Background: an optimization exercise with open tools, aiming at small area. Do not read the settings as production practice. In this exercise RTL edits were held to simulation tests only and were not proved equivalent to the original. The clock port is modelled as an ideal driver; clocking choices that lean on that would not hold on a real chip. Power figures rest on the tool's default switching activity, not on a simulated workload.

==> flow/design.v <==
module lab8 (input logic [3:0] num,
        input [3:0] sel,
        input logic write, reset, clk, direction,
        output logic an0, an1, an2, an3, an4, an5, an6, an7,
        output logic segA, segB, segC, segD, segE, segF, segG);
logic [9:0] D;
always_ff @(posedge clk or posedge reset)
    if (reset) D <= '0;
    else       D <= D - 1'b1;
wire tick100 = (D[3:0] == 4'd0);
wire tick1   = tick100 & (D[9:4] == 6'd0);
logic [1:0] r3;
logic [2:0] r5, r7;
always_ff @(posedge clk or posedge reset)
    if (reset) begin
        r3 <= '0; r5 <= '0; r7 <= '0;
    end else if (tick100) begin
        r3 <= (r3 == 2'd2) ? 2'd0 : r3 + 1'b1;
        r5 <= (r5 == 3'd4) ? 3'd0 : r5 + 1'b1;
        r7 <= (r7 == 3'd6) ? 3'd0 : r7 + 1'b1;
    end
logic [3:0] C;
always_ff @(posedge clk or posedge reset)
    if (reset)      C <= '0;
    else if (tick1) C <= C + 1'b1;
wire [2:0] t8 = 3'd0 - D[6:4];                   
logic [2:0] m6;                                   
always_comb
    case ({r3, t8[0]})
        3'b000: m6 = 3'd0;
        3'b001: m6 = 3'd3;
        3'b010: m6 = 3'd4;
        3'b011: m6 = 3'd1;
        3'b100: m6 = 3'd2;
        3'b101: m6 = 3'd5;
        default: m6 = 3'd0;
    endcase
wire [2:0] u = C[2:0] ^ {3{C[3]}};
wire s3 = C[3] ^ direction;
logic [2:0] r;
always_comb
    case (u)
        3'd0: r = 3'd0;
        3'd1: r = {2'b0, t8[0]};
        3'd2: r = {1'b0, r3};
        3'd3: r = {1'b0, t8[1:0]};
        3'd4: r = r5;
        3'd5: r = m6;
        3'd6: r = r7;
        default: r = t8;
    endcase
wire [2:0] v = u - r;
logic [2:0] d, idx;
logic idx8;
always_comb
    if (write) begin
        d = sel[2:0]; idx = sel[2:0]; idx8 = sel[3];
    end else if (!s3) begin
        d = r; idx = v; idx8 = 1'b0;
    end else begin
        d = ~v; idx = 3'd0 - r; idx8 = (r == 3'd0);
    end
logic [3:0] h;
assign h = reset ? 4'd0 : (idx8 ? Q[8] : Q[idx]);
logic [6:0] seg;
always_comb
    case (h)
        4'h0: seg = 7'b0000001;
        4'h1: seg = 7'b1001111;
        4'h2: seg = 7'b0010010;
        4'h3: seg = 7'b0000110;
        4'h4: seg = 7'b1001100;
        4'h5: seg = 7'b0100100;
        4'h6: seg = 7'b0100000;
        4'h7: seg = 7'b0001111;
        4'h8: seg = 7'b0000000;
        4'h9: seg = 7'b0000100;
        4'hA: seg = 7'b0001000;
        4'hB: seg = 7'b1100000;
        4'hC: seg = 7'b0110001;
        4'hD: seg = 7'b1000010;
        4'hE: seg = 7'b0110000;
        default: seg = 7'b0111000;
    endcase
assign {segA, segB, segC, segD, segE, segF, segG} = seg;
wire [7:0] an = ~(8'd1 << d);
assign {an7, an6, an5, an4, an3, an2, an1, an0} = an;
logic [3:0] Q [0:8];
wire wr = tick100 & write;
wire [3:0] wdata = reset ? 4'd0 : num;
always_ff @(posedge clk) begin
    if (reset || (wr && !an[0] && !sel[3])) Q[0] <= wdata;
    for (int i = 1; i < 8; i++)
        if (reset || (wr && !an[i])) Q[i] <= wdata;
    if (reset || (wr && sel[3])) Q[8] <= wdata;
end
endmodule
==> flow/flow/run.sh <==
#!/bin/bash
# Own layout flow: the standard flow (standard.sh, ORFS) with
#  - synthesis through flow/synth.tcl (area-only ABC script, no adder
#    extraction, smallest drive strengths), registers unchanged;
#  - port buffers of the smallest buffer cell;
#  - a clock tree of small clock buffers without dummy loads.
# Each step's full output goes to a log file in this folder.
set -euo pipefail
W=$(pwd)
export MYFLOW=$W/flow
sed "s#SYNTH_SCRIPT=[^ ]*#SYNTH_SCRIPT=$W/flow/synth.tcl#" standard.sh > own_standard.sh
grep -q "SYNTH_SCRIPT=$W/flow/synth.tcl" own_standard.sh
KNOBS=(
  "ADDER_MAP_FILE="
  "BUFFER_PORTS_ARGS=-buffer_cell sky130_fd_sc_hd__buf_1"
  "CTS_ARGS=-sink_clustering_enable -repair_clock_nets -dont_use_dummy_load -root_buf sky130_fd_sc_hd__clkbuf_4 -buf_list sky130_fd_sc_hd__clkbuf_4 -sink_clustering_size 20 -sink_clustering_max_diameter 60"
)
bash own_standard.sh "${KNOBS[@]}" synth > log_synth.txt 2>&1
bash own_standard.sh "${KNOBS[@]}" floorplan > log_floorplan.txt 2>&1
bash own_standard.sh "${KNOBS[@]}" place > log_place.txt 2>&1
bash own_standard.sh "${KNOBS[@]}" cts > log_cts.txt 2>&1
bash own_standard.sh "${KNOBS[@]}" finish > log_finish.txt 2>&1
test -f out/final.def
==> flow/flow/area1.abc <==
strash; &get -n; &fraig -x; &put; dc2; dc2; dc2; &get -n; &dch -f; &nf -R 1000; &put
==> flow/flow/area2.abc <==
strash; &get -n; &fraig -x; &put; dc2; dc2; dc2; &get -n; &dch -f; &nf -p -R 1000; &put
==> flow/flow/area3.abc <==
strash; &get -n; &fraig -x; &put; dc2; resub -K 8 -N 2; dc2; resub -K 10 -N 2; dc2; &get -n; &dch -f; &nf -R 1000; &put
==> flow/flow/area4.abc <==
strash; dch -f; map -a; topo; strash; dch -f; map -a; topo
==> flow/flow/area5.abc <==
strash; balance; resub -K 6; rewrite; resub -K 6 -N 2; refactor; resub -K 8; balance; resub -K 8 -N 2; rewrite; resub -K 10; rewrite -z; resub -K 10 -N 2; balance; resub -K 12; refactor -z; resub -K 12 -N 2; rewrite -z; balance; dch -f; map -a; topo
==> flow/flow/area6.abc <==
strash; dc2; dc2; dch -f; map -a; topo
==> flow/flow/clock.tcl <==
# PRE_CTS_TCL hook: the clock tree by hand. The clock port drives
# MY_CLK_GROUPS buffers of type MY_CLK_BUF, each placed at the centre of a
# group of nearby flip-flops and driving their clock pins (groups by k-means
# on the flip-flops' places). TritonCTS is then skipped; the rest of ORFS's
# CTS step (placement legalisation, timing repair) runs as usual.
set db [ord::get_db]
set block [ord::get_db_block]
set master [$db findMaster $::env(MY_CLK_BUF)]
set k $::env(MY_CLK_GROUPS)
set clknet [[$block findBTerm clk] getNet]
set sinks {}
foreach it [$clknet getITerms] {
    set loc [[$it getInst] getLocation]
    lappend sinks [list $it [lindex $loc 0] [lindex $loc 1]]
}
set sinks [lsort -real -index 1 $sinks]
set n [llength $sinks]
# start: k groups by x order, then k-means
set centres {}
for {set g 0} {$g < $k} {incr g} {
    set s [lindex $sinks [expr {int(($g + 0.5) * $n / $k)}]]
    lappend centres [list [lindex $s 1] [lindex $s 2]]
}
for {set iter 0} {$iter < 20} {incr iter} {
    set members {}
    for {set g 0} {$g < $k} {incr g} { lappend members {} }
    foreach s $sinks {
        set best 0
        set bd 1e30
        for {set g 0} {$g < $k} {incr g} {
            set c [lindex $centres $g]
            set d [expr {abs([lindex $s 1] - [lindex $c 0]) + abs([lindex $s 2] - [lindex $c 1])}]
            if {$d < $bd} { set bd $d; set best $g }
        }
        lset members $best [concat [lindex $members $best] [list $s]]
    }
    set centres {}
    for {set g 0} {$g < $k} {incr g} {
        set sx 0.0; set sy 0.0; set m [llength [lindex $members $g]]
        foreach s [lindex $members $g] { set sx [expr {$sx + [lindex $s 1]}]; set sy [expr {$sy + [lindex $s 2]}] }
        if {$m > 0} { lappend centres [list [expr {$sx / $m}] [expr {$sy / $m}]] } else { lappend centres {0 0} }
    }
}
for {set g 0} {$g < $k} {incr g} {
    set ms [lindex $members $g]
    if {[llength $ms] == 0} { continue }
    set inst [odb::dbInst_create $block $master "clkbuf_own_$g"]
    set net [odb::dbNet_create $block "clknet_own_$g"]
    $net setSigType CLOCK
    [$inst findITerm A] connect $clknet
    [$inst findITerm X] connect $net
    foreach s $ms {
        set it [lindex $s 0]
        $it disconnect
        $it connect $net
    }
    set c [lindex $centres $g]
    $inst setLocation [expr {int([lindex $c 0])}] [expr {int([lindex $c 1])}]
    $inst setPlacementStatus PLACED
    puts "clock buffer clkbuf_own_$g drives [llength $ms] flip-flops"
}
$clknet setSigType CLOCK
global_connect
rename clock_tree_synthesis ""
proc clock_tree_synthesis {args} {
    puts "TritonCTS skipped: clock tree made by hand in clock.tcl"
    set_propagated_clock [all_clocks]
}
==> flow/flow/downsize.tcl <==
chtype -map sky130_fd_sc_hd__a2111o_2 sky130_fd_sc_hd__a2111o_1
chtype -map sky130_fd_sc_hd__a2111o_4 sky130_fd_sc_hd__a2111o_1
chtype -map sky130_fd_sc_hd__a2111oi_1 sky130_fd_sc_hd__a2111oi_0
chtype -map sky130_fd_sc_hd__a2111oi_2 sky130_fd_sc_hd__a2111oi_0
chtype -map sky130_fd_sc_hd__a2111oi_4 sky130_fd_sc_hd__a2111oi_0
chtype -map sky130_fd_sc_hd__a211o_2 sky130_fd_sc_hd__a211o_1
chtype -map sky130_fd_sc_hd__a211o_4 sky130_fd_sc_hd__a211o_1
chtype -map sky130_fd_sc_hd__a211oi_2 sky130_fd_sc_hd__a211oi_1
chtype -map sky130_fd_sc_hd__a211oi_4 sky130_fd_sc_hd__a211oi_1
chtype -map sky130_fd_sc_hd__a21bo_4 sky130_fd_sc_hd__a21bo_1
chtype -map sky130_fd_sc_hd__a21boi_2 sky130_fd_sc_hd__a21boi_0
chtype -map sky130_fd_sc_hd__a21boi_4 sky130_fd_sc_hd__a21boi_0
chtype -map sky130_fd_sc_hd__a21o_2 sky130_fd_sc_hd__a21o_1
chtype -map sky130_fd_sc_hd__a21o_4 sky130_fd_sc_hd__a21o_1
chtype -map sky130_fd_sc_hd__a21oi_2 sky130_fd_sc_hd__a21oi_1
chtype -map sky130_fd_sc_hd__a21oi_4 sky130_fd_sc_hd__a21oi_1
chtype -map sky130_fd_sc_hd__a221o_2 sky130_fd_sc_hd__a221o_1
chtype -map sky130_fd_sc_hd__a221o_4 sky130_fd_sc_hd__a221o_1
chtype -map sky130_fd_sc_hd__a221oi_2 sky130_fd_sc_hd__a221oi_1
chtype -map sky130_fd_sc_hd__a221oi_4 sky130_fd_sc_hd__a221oi_1
chtype -map sky130_fd_sc_hd__a22o_2 sky130_fd_sc_hd__a22o_1
chtype -map sky130_fd_sc_hd__a22o_4 sky130_fd_sc_hd__a22o_1
chtype -map sky130_fd_sc_hd__a22oi_2 sky130_fd_sc_hd__a22oi_1
chtype -map sky130_fd_sc_hd__a22oi_4 sky130_fd_sc_hd__a22oi_1
chtype -map sky130_fd_sc_hd__a2bb2o_2 sky130_fd_sc_hd__a2bb2o_1
chtype -map sky130_fd_sc_hd__a2bb2o_4 sky130_fd_sc_hd__a2bb2o_1
chtype -map sky130_fd_sc_hd__a2bb2oi_2 sky130_fd_sc_hd__a2bb2oi_1
chtype -map sky130_fd_sc_hd__a2bb2oi_4 sky130_fd_sc_hd__a2bb2oi_1
chtype -map sky130_fd_sc_hd__a311o_2 sky130_fd_sc_hd__a311o_1
chtype -map sky130_fd_sc_hd__a311o_4 sky130_fd_sc_hd__a311o_1
chtype -map sky130_fd_sc_hd__a311oi_2 sky130_fd_sc_hd__a311oi_1
chtype -map sky130_fd_sc_hd__a311oi_4 sky130_fd_sc_hd__a311oi_1
chtype -map sky130_fd_sc_hd__a31o_4 sky130_fd_sc_hd__a31o_1
chtype -map sky130_fd_sc_hd__a31oi_2 sky130_fd_sc_hd__a31oi_1
chtype -map sky130_fd_sc_hd__a31oi_4 sky130_fd_sc_hd__a31oi_1
chtype -map sky130_fd_sc_hd__a32o_2 sky130_fd_sc_hd__a32o_1
chtype -map sky130_fd_sc_hd__a32o_4 sky130_fd_sc_hd__a32o_1
chtype -map sky130_fd_sc_hd__a32oi_2 sky130_fd_sc_hd__a32oi_1
chtype -map sky130_fd_sc_hd__a32oi_4 sky130_fd_sc_hd__a32oi_1
chtype -map sky130_fd_sc_hd__a41o_2 sky130_fd_sc_hd__a41o_1
chtype -map sky130_fd_sc_hd__a41o_4 sky130_fd_sc_hd__a41o_1
chtype -map sky130_fd_sc_hd__a41oi_2 sky130_fd_sc_hd__a41oi_1
chtype -map sky130_fd_sc_hd__a41oi_4 sky130_fd_sc_hd__a41oi_1
chtype -map sky130_fd_sc_hd__and2_2 sky130_fd_sc_hd__and2_0
chtype -map sky130_fd_sc_hd__and2_4 sky130_fd_sc_hd__and2_0
chtype -map sky130_fd_sc_hd__and2b_2 sky130_fd_sc_hd__and2b_1
chtype -map sky130_fd_sc_hd__and2b_4 sky130_fd_sc_hd__and2b_1
chtype -map sky130_fd_sc_hd__and3_2 sky130_fd_sc_hd__and3_1
chtype -map sky130_fd_sc_hd__and3_4 sky130_fd_sc_hd__and3_1
chtype -map sky130_fd_sc_hd__and3b_2 sky130_fd_sc_hd__and3b_1
chtype -map sky130_fd_sc_hd__and3b_4 sky130_fd_sc_hd__and3b_1
chtype -map sky130_fd_sc_hd__and4_2 sky130_fd_sc_hd__and4_1
chtype -map sky130_fd_sc_hd__and4_4 sky130_fd_sc_hd__and4_1
chtype -map sky130_fd_sc_hd__and4b_2 sky130_fd_sc_hd__and4b_1
chtype -map sky130_fd_sc_hd__and4b_4 sky130_fd_sc_hd__and4b_1
chtype -map sky130_fd_sc_hd__and4bb_4 sky130_fd_sc_hd__and4bb_1
chtype -map sky130_fd_sc_hd__fa_2 sky130_fd_sc_hd__fa_1
chtype -map sky130_fd_sc_hd__fa_4 sky130_fd_sc_hd__fa_1
chtype -map sky130_fd_sc_hd__ha_2 sky130_fd_sc_hd__ha_1
chtype -map sky130_fd_sc_hd__ha_4 sky130_fd_sc_hd__ha_1
chtype -map sky130_fd_sc_hd__inv_4 sky130_fd_sc_hd__inv_1
chtype -map sky130_fd_sc_hd__inv_6 sky130_fd_sc_hd__inv_1
chtype -map sky130_fd_sc_hd__inv_8 sky130_fd_sc_hd__inv_1
chtype -map sky130_fd_sc_hd__inv_12 sky130_fd_sc_hd__inv_1
chtype -map sky130_fd_sc_hd__inv_16 sky130_fd_sc_hd__inv_1
chtype -map sky130_fd_sc_hd__maj3_2 sky130_fd_sc_hd__maj3_1
chtype -map sky130_fd_sc_hd__maj3_4 sky130_fd_sc_hd__maj3_1
chtype -map sky130_fd_sc_hd__mux2_4 sky130_fd_sc_hd__mux2_1
chtype -map sky130_fd_sc_hd__mux2_8 sky130_fd_sc_hd__mux2_1
chtype -map sky130_fd_sc_hd__mux2i_2 sky130_fd_sc_hd__mux2i_1
chtype -map sky130_fd_sc_hd__mux2i_4 sky130_fd_sc_hd__mux2i_1
chtype -map sky130_fd_sc_hd__mux4_4 sky130_fd_sc_hd__mux4_2
chtype -map sky130_fd_sc_hd__mux4_1 sky130_fd_sc_hd__mux4_2
chtype -map sky130_fd_sc_hd__nand2_2 sky130_fd_sc_hd__nand2_1
chtype -map sky130_fd_sc_hd__nand2_4 sky130_fd_sc_hd__nand2_1
chtype -map sky130_fd_sc_hd__nand2_8 sky130_fd_sc_hd__nand2_1
chtype -map sky130_fd_sc_hd__nand2b_2 sky130_fd_sc_hd__nand2b_1
chtype -map sky130_fd_sc_hd__nand2b_4 sky130_fd_sc_hd__nand2b_1
chtype -map sky130_fd_sc_hd__nand3_2 sky130_fd_sc_hd__nand3_1
chtype -map sky130_fd_sc_hd__nand3_4 sky130_fd_sc_hd__nand3_1
chtype -map sky130_fd_sc_hd__nand3b_2 sky130_fd_sc_hd__nand3b_1
chtype -map sky130_fd_sc_hd__nand3b_4 sky130_fd_sc_hd__nand3b_1
chtype -map sky130_fd_sc_hd__nand4_2 sky130_fd_sc_hd__nand4_1
chtype -map sky130_fd_sc_hd__nand4_4 sky130_fd_sc_hd__nand4_1
chtype -map sky130_fd_sc_hd__nand4b_2 sky130_fd_sc_hd__nand4b_1
chtype -map sky130_fd_sc_hd__nand4b_4 sky130_fd_sc_hd__nand4b_1
chtype -map sky130_fd_sc_hd__nand4bb_2 sky130_fd_sc_hd__nand4bb_1
chtype -map sky130_fd_sc_hd__nand4bb_4 sky130_fd_sc_hd__nand4bb_1
chtype -map sky130_fd_sc_hd__nor2_2 sky130_fd_sc_hd__nor2_1
chtype -map sky130_fd_sc_hd__nor2_4 sky130_fd_sc_hd__nor2_1
chtype -map sky130_fd_sc_hd__nor2_8 sky130_fd_sc_hd__nor2_1
chtype -map sky130_fd_sc_hd__nor2b_2 sky130_fd_sc_hd__nor2b_1
chtype -map sky130_fd_sc_hd__nor2b_4 sky130_fd_sc_hd__nor2b_1
chtype -map sky130_fd_sc_hd__nor3_2 sky130_fd_sc_hd__nor3_1
chtype -map sky130_fd_sc_hd__nor3_4 sky130_fd_sc_hd__nor3_1
chtype -map sky130_fd_sc_hd__nor3b_2 sky130_fd_sc_hd__nor3b_1
chtype -map sky130_fd_sc_hd__nor3b_4 sky130_fd_sc_hd__nor3b_1
chtype -map sky130_fd_sc_hd__nor4_2 sky130_fd_sc_hd__nor4_1
chtype -map sky130_fd_sc_hd__nor4_4 sky130_fd_sc_hd__nor4_1
chtype -map sky130_fd_sc_hd__nor4b_2 sky130_fd_sc_hd__nor4b_1
chtype -map sky130_fd_sc_hd__nor4b_4 sky130_fd_sc_hd__nor4b_1
chtype -map sky130_fd_sc_hd__nor4bb_2 sky130_fd_sc_hd__nor4bb_1
chtype -map sky130_fd_sc_hd__nor4bb_4 sky130_fd_sc_hd__nor4bb_1
chtype -map sky130_fd_sc_hd__o2111a_2 sky130_fd_sc_hd__o2111a_1
chtype -map sky130_fd_sc_hd__o2111a_4 sky130_fd_sc_hd__o2111a_1
chtype -map sky130_fd_sc_hd__o2111ai_2 sky130_fd_sc_hd__o2111ai_1
chtype -map sky130_fd_sc_hd__o2111ai_4 sky130_fd_sc_hd__o2111ai_1
chtype -map sky130_fd_sc_hd__o211a_4 sky130_fd_sc_hd__o211a_1
chtype -map sky130_fd_sc_hd__o211ai_2 sky130_fd_sc_hd__o211ai_1
chtype -map sky130_fd_sc_hd__o211ai_4 sky130_fd_sc_hd__o211ai_1
chtype -map sky130_fd_sc_hd__o21a_2 sky130_fd_sc_hd__o21a_1
chtype -map sky130_fd_sc_hd__o21a_4 sky130_fd_sc_hd__o21a_1
chtype -map sky130_fd_sc_hd__o21ai_2 sky130_fd_sc_hd__o21ai_0
chtype -map sky130_fd_sc_hd__o21ai_4 sky130_fd_sc_hd__o21ai_0
chtype -map sky130_fd_sc_hd__o21ba_4 sky130_fd_sc_hd__o21ba_1
chtype -map sky130_fd_sc_hd__o21bai_2 sky130_fd_sc_hd__o21bai_1
chtype -map sky130_fd_sc_hd__o21bai_4 sky130_fd_sc_hd__o21bai_1
chtype -map sky130_fd_sc_hd__o221a_4 sky130_fd_sc_hd__o221a_1
chtype -map sky130_fd_sc_hd__o221ai_2 sky130_fd_sc_hd__o221ai_1
chtype -map sky130_fd_sc_hd__o221ai_4 sky130_fd_sc_hd__o221ai_1
chtype -map sky130_fd_sc_hd__o22a_2 sky130_fd_sc_hd__o22a_1
chtype -map sky130_fd_sc_hd__o22a_4 sky130_fd_sc_hd__o22a_1
chtype -map sky130_fd_sc_hd__o22ai_2 sky130_fd_sc_hd__o22ai_1
chtype -map sky130_fd_sc_hd__o22ai_4 sky130_fd_sc_hd__o22ai_1
chtype -map sky130_fd_sc_hd__o2bb2a_2 sky130_fd_sc_hd__o2bb2a_1
chtype -map sky130_fd_sc_hd__o2bb2a_4 sky130_fd_sc_hd__o2bb2a_1
chtype -map sky130_fd_sc_hd__o2bb2ai_2 sky130_fd_sc_hd__o2bb2ai_1
chtype -map sky130_fd_sc_hd__o2bb2ai_4 sky130_fd_sc_hd__o2bb2ai_1
chtype -map sky130_fd_sc_hd__o311a_2 sky130_fd_sc_hd__o311a_1
chtype -map sky130_fd_sc_hd__o311a_4 sky130_fd_sc_hd__o311a_1
chtype -map sky130_fd_sc_hd__o311ai_2 sky130_fd_sc_hd__o311ai_0
chtype -map sky130_fd_sc_hd__o311ai_4 sky130_fd_sc_hd__o311ai_0
chtype -map sky130_fd_sc_hd__o31a_2 sky130_fd_sc_hd__o31a_1
chtype -map sky130_fd_sc_hd__o31a_4 sky130_fd_sc_hd__o31a_1
chtype -map sky130_fd_sc_hd__o31ai_2 sky130_fd_sc_hd__o31ai_1
chtype -map sky130_fd_sc_hd__o31ai_4 sky130_fd_sc_hd__o31ai_1
chtype -map sky130_fd_sc_hd__o32a_2 sky130_fd_sc_hd__o32a_1
chtype -map sky130_fd_sc_hd__o32a_4 sky130_fd_sc_hd__o32a_1
chtype -map sky130_fd_sc_hd__o32ai_2 sky130_fd_sc_hd__o32ai_1
chtype -map sky130_fd_sc_hd__o32ai_4 sky130_fd_sc_hd__o32ai_1
chtype -map sky130_fd_sc_hd__o41a_2 sky130_fd_sc_hd__o41a_1
chtype -map sky130_fd_sc_hd__o41a_4 sky130_fd_sc_hd__o41a_1
chtype -map sky130_fd_sc_hd__o41ai_2 sky130_fd_sc_hd__o41ai_1
chtype -map sky130_fd_sc_hd__o41ai_4 sky130_fd_sc_hd__o41ai_1
chtype -map sky130_fd_sc_hd__or2_4 sky130_fd_sc_hd__or2_0
chtype -map sky130_fd_sc_hd__or2b_2 sky130_fd_sc_hd__or2b_1
chtype -map sky130_fd_sc_hd__or2b_4 sky130_fd_sc_hd__or2b_1
chtype -map sky130_fd_sc_hd__or3_2 sky130_fd_sc_hd__or3_1
chtype -map sky130_fd_sc_hd__or3_4 sky130_fd_sc_hd__or3_1
chtype -map sky130_fd_sc_hd__or3b_4 sky130_fd_sc_hd__or3b_1
chtype -map sky130_fd_sc_hd__or4_2 sky130_fd_sc_hd__or4_1
chtype -map sky130_fd_sc_hd__or4_4 sky130_fd_sc_hd__or4_1
chtype -map sky130_fd_sc_hd__or4b_4 sky130_fd_sc_hd__or4b_1
chtype -map sky130_fd_sc_hd__or4bb_2 sky130_fd_sc_hd__or4bb_1
chtype -map sky130_fd_sc_hd__or4bb_4 sky130_fd_sc_hd__or4bb_1
chtype -map sky130_fd_sc_hd__sdlclkp_2 sky130_fd_sc_hd__sdlclkp_1
chtype -map sky130_fd_sc_hd__sdlclkp_4 sky130_fd_sc_hd__sdlclkp_1
chtype -map sky130_fd_sc_hd__xnor2_2 sky130_fd_sc_hd__xnor2_1
chtype -map sky130_fd_sc_hd__xnor2_4 sky130_fd_sc_hd__xnor2_1
chtype -map sky130_fd_sc_hd__xnor3_2 sky130_fd_sc_hd__xnor3_1
chtype -map sky130_fd_sc_hd__xnor3_4 sky130_fd_sc_hd__xnor3_1
chtype -map sky130_fd_sc_hd__xor2_2 sky130_fd_sc_hd__xor2_1
chtype -map sky130_fd_sc_hd__xor2_4 sky130_fd_sc_hd__xor2_1
chtype -map sky130_fd_sc_hd__xor3_2 sky130_fd_sc_hd__xor3_1
chtype -map sky130_fd_sc_hd__xor3_4 sky130_fd_sc_hd__xor3_1
==> flow/flow/synth.tcl <==
proc abc {args} {
    # ORFS hands ABC the clock period in ns where ABC reads ps; give it the
    # period in ps so that the mapping aims at area, not at an unreachable delay.
    set i [lsearch -exact $args -D]
    if {$i >= 0} {
        set args [lreplace $args $i [expr {$i + 1}] -D [expr {int(1000 * ([info exists ::env(FLOW_PERIOD_NS)] ? $::env(FLOW_PERIOD_NS) : 10))}]]
    }
    set i [lsearch -exact $args -script]
    set args [lreplace $args $i [expr {$i + 1}]]
    set lib [string trim $::env(LIB_FILES)]
    # Map with each area script in turn and keep the smallest result.
    yosys design -save pre_abc
    set best ""
    set best_area 1e18
    foreach script [lsort [glob $::env(MYFLOW)/area*.abc]] {
        yosys design -load pre_abc
        yosys abc -script $script {*}$args
        set st [yosys tee -q -s result.string stat -liberty $lib]
        if {[regexp {Chip area for module[^:]*:\s*([0-9.]+)} $st -> area]} {
            puts "ABC script [file tail $script]: area $area"
            if {$area < $best_area} {
                set best_area $area
                set best $script
            }
        }
    }
    puts "ABC script chosen: [file tail $best] (area $best_area)"
    yosys design -load pre_abc
    yosys abc -script $best {*}$args
}
source $::env(MYFLOW)/../synth_recipe.tcl
source $::env(MYFLOW)/downsize.tcl
opt_clean -purge
tee -o $::env(REPORTS_DIR)/synth_stat_own.txt stat -liberty [string trim $::env(LIB_FILES)]
# left out here: write 1_2_yosys.v
==> flow/standard.sh <==
#!/bin/bash
# synth_recipe.tcl (not shown) runs the flow's synth.tcl, then flattens the netlist and writes it again
# the make line also repeats each setting of config.mk as NAME=value (left out here)
make -C /OpenROAD-flow-scripts/flow DESIGN_CONFIG=/design/flow/config.mk WORK_HOME=/design/flow/orfs CLKGATE_MAP_FILE= SYNTH_SCRIPT=/design/flow/synth_recipe.tcl "${@:-finish}"
==> flow/config.mk <==
export PLATFORM = sky130hd
export DESIGN_NAME = lab8
export DESIGN_NICKNAME = lab8
export VERILOG_FILES = /design/flow/design.v
export SDC_FILE = /design/flow/constraint.sdc
export NUM_CORES = 4
export LEC_CHECK = 0
export CAP_MARGIN = 20
export CORE_MARGIN = 2
export CORE_UTILIZATION = 60
export SLEW_MARGIN = 20
==> flow/constraint.sdc <==
create_clock -name core_clock -period 10.0 [get_ports {clk}]
set_input_delay 2.0000 -clock core_clock [delete_from_list [all_inputs] [get_ports {clk}]]
set_output_delay 2.0000 -clock core_clock [all_outputs]
set_load 0.01 [all_outputs]
==> key figures <==
STA
  – Final setup viols: 0
  – Final min period: 7.346 ns
  – Fmax: 0.1361 GHz
  – Worst clock skew: 0.02976 ns
  – Slew of the pin with the lowest slew margin: 0.7925 ns
  – Hold Violations, Final: 0
  – Max Transition Viols Final: 0
  – RSZ-0062 raised after global routing: no
  – Slew headroom: 46.76%
  – Setup TNS: 0 ns
  – Tcrit/Tclk final: 73.46%

Synth
  – Synthesized area: 2814 µm²
  – Synth warnings: 2
  – Seq/Total Area, Yosys: 57.98%
  – Ys async rst share: 37.93%
  – Post-synthesis sequential element count: 58
  – Syn avg cell area: 10.54 µm²
  – Post-Syn Nets: 279
  – Mapped Cells: 267
  – Distinct cells, synth: 35
  – Number of synthesized flops with an enable pin: 36
  – Top_reg_cell synth: edfxtp_1

Place
  – Number of placed instances, taps included: 346
  – Placer Congestion: 0.9541
  – Detailed Place HPWL: 4176 µm
  – Port buffer count: 26

Worst setup path
  – Startpoint class of the critical path: primary input
  – Critical path required time: 8.00 ns
  – WS Path Type: in2out
  – Crit path DAT: 5.35 ns
  – CP max stage cell: or3_1
  – Setup crit end kind: primary output
  – Max Fanout on Critical Path: 5
  – CP peak stage delay: 0.36 ns
  – CP Cell Sequence: buf_1 -> xor2_1 -> nand2b_1 -> or3_1 -> nor3_1 -> a211oi_1 -> and2_0 -> nor2_1 -> a22oi_1 -> a41oi_1 -> o221a_1 -> clkinv_1 -> nor3_1 -> o32ai_1 -> a21oi_1 -> buf_1

Clocking
  – Cts bufs inserted: 9
  – CTS tree: built
  – Post-CTS setup buffers: 0
  – Hold Buf Count CTS: 0
  – Worst-Skew Late Latency: 0.41 ns
  – Clock slew at reported path FFs: 0.07 ns
  – PostCTS Resize Cnt: 0
  – Clock sink count: 58

Final layout
  – Final Non-Filler Cells: 355
  – Nets: 317
  – Multi-input gate area: 1162 µm²
  – Antenna diodes: 0
  – Fill count: 351
  – Area growth, synth to finish: 8.670%
  – FF/Latch Area: 1632 µm²
  – Share of layout cells above drive strength 1: 3.960%

Drt
  – Routed len/inst: 16.10 µm
  – Vias per cell: 6.175
  – Initial DRC Count: 236
  – 1st-pass router iterations: 6
  – DR vias: 2192
  – Number of remaining DRC errors: 0
  – Drt total wl: 5716 µm
  – Final ANT Viol Nets: 0

Min path
  – HP Class: reg2reg

Status
  – Status: complete, no violations

GRT
  – Number of global-route vias before repair: 1991
  – Total GRT Usage: 24.22%
  – First-pass GRT wire length: 9480 µm
  – GRT overflow: 0
  – Initial antenna violation count: 0
  – Largest net degree at the start of global routing: 34

Floorplanning
  – Initial core utilization: 63.32%
  – Die X: 72.48 µm
  – IO Pins: 27
  – Die Ht: 72.48 µm
  – Core box area: 4444 µm²
  – Num rows: 24
  – Die Area: 5253 µm²

Power
  – PwrDens: 142.0 nW/µm²
  – Overall Power: 434.2 µW
  – Static leakage: 0.001106 µW
  – Worst VDD drop: 0.00009729 V

Job
  – Max-cap viol count: 0
## metal layers
metal,global-route usage [%],vias up,share of wire [%]
met5,0,-,0
met4,9.671,0,1.7
met3,6.667,13,8.6
met2,32.72,107,41
met1,37.24,1008,49
li1,-,1064,-
## cell usage in the layout (no fill, tap or decap), drive strengths merged, types with 2 or more instances in the layout
cell,instances
nor2,29
dfrtp,22
edfxtp,36
buf,27
or3,3
o21ai,21
nor3,9
o32ai,2
xor2,9
a31oi,4
nor2b,5
clkbuf,9
nand3,9
a41oi,3
xnor2,12
a22oi,7
nand2,36
a222oi,4
and2,3
a221oi,2
a21o,2
a21oi,15
nor4,2
o221a,2
clkinv,6
nand2b,11
nand3b,2
## per-stage QoR
| stage | hold WS, ns | worst slack (ns) | instance area (µm²) | utilization (%) |
|---|---|---|---|---|
| 6_report | 0.4612 | 2.654 | 3058 | 68.81 |
| 5_1_grt | 0.4874 | 2.211 | 3058 | 68.81 |
| 3_3_place_gp | 0.4479 | 2.793 | 2990 | 67.29 |
| 4_1_cts | 0.4645 | 2.684 | 3058 | 68.81 |
| 3_5_place_dp | 0.4543 | 2.692 | 2990 | 67.29 |
| 2_1_floorplan | 0.4332 | 3.242 | 2814 | - |
## cell usage after synthesis (3+ instances only)
master    count  area (µm²)
nor3_1        9       45.04
nor2_1       29       108.9
a222oi_1      4       40.04
a22oi_1       7       52.55
edfxtp_1     36        1081
a31oi_1       4       25.02
nand2b_1     11       68.82
nor2b_1       5       31.28
dfrtp_1      22       550.5
clkinv_1      7       26.28
a41oi_1       3       26.28
nand2_1      36       135.1
xor2_1        9       78.83
or3_1         3       18.77
and2_0        3       18.77
a21oi_1      15       75.07
nand3_1       9       45.04
xnor2_1      12       105.1
o21ai_0      21       105.1
## sequential cells by signal, summed over array words and instances (netlist names)
signal	count
Q	36
D	10
C	4
r5	3
r7	3
r3	2
## worst max-delay path, delay by kind of cell
kind,cells,cell delay [ns]
simple gates,6,1.58
buf+inv,3,0.40
xor+xnor,1,0.27
compound gates,6,1.09
## cell type report, clock buffers not listed
cell class                      count  share of cell area, %
Tap cell                           52                  2.128
Multi-Input combinational cell    202                  38.01
Sequential cell                    58                  53.36
Timing Repair Buffer               27                  3.437
Inverter                            7                 0.8592
## logic make-up after synthesis
logic type / after synthesis / share of synthesized area [%]
AOI/OAI and AO/OA: 69 / 16.01
and+or+nand+nor: 111 / 18.19
xor gates and xnor gates: 21 / 6.536
buffers and inverters: 7 / 0.9339
DFF: 58 / 57.98
muxes: 1 / 0.3557
## path summary, 6_finish.rpt
kind                            startpoint      end  slack, ns  cells after the start
worst max-delay path             direction     segF       2.65                     16
worst min-delay path                  D[8]     D[8]       0.46                      1
worst max register to register        C[3]  Q[4][1]       5.62                     14
worst min register to register        D[8]     D[8]       0.46                      1
max in group asynchronous            reset    r7[2]       7.79                      2
min in group asynchronous            reset     C[0]       1.81                      2
## power breakdown
part,total [µW],internal [µW],switching [µW]
registers,270,266,3.48
clock network,114,41.7,72.0
logic,50.5,15.6,34.9

-- separate check: timing with driven ports --
Ports are ideal in the flow. The routed layout listed here was re-timed in OpenROAD. Step 1 assumes that a clkbuf_16 drives the clock port and a buf_2 every other input. Step 2 times the ports against the registers' clock, not the clock port: input delays grow and output delays shrink by t, the midpoint of the rising clock arrivals with the driver on. Three values: no drivers, after step 1, after step 2; two values: the first two.
t (ns): 0.419
setup WS [ns]: 2.654 / 2.630 / 2.630
worst data-port slew with drivers (ns): 0.03
cell pins on the clock port's net: 1
After both steps this run still meets setup and hold. The setup slack of this run moves by -0.024 ns with the drivers and by -0.024 ns with both steps.
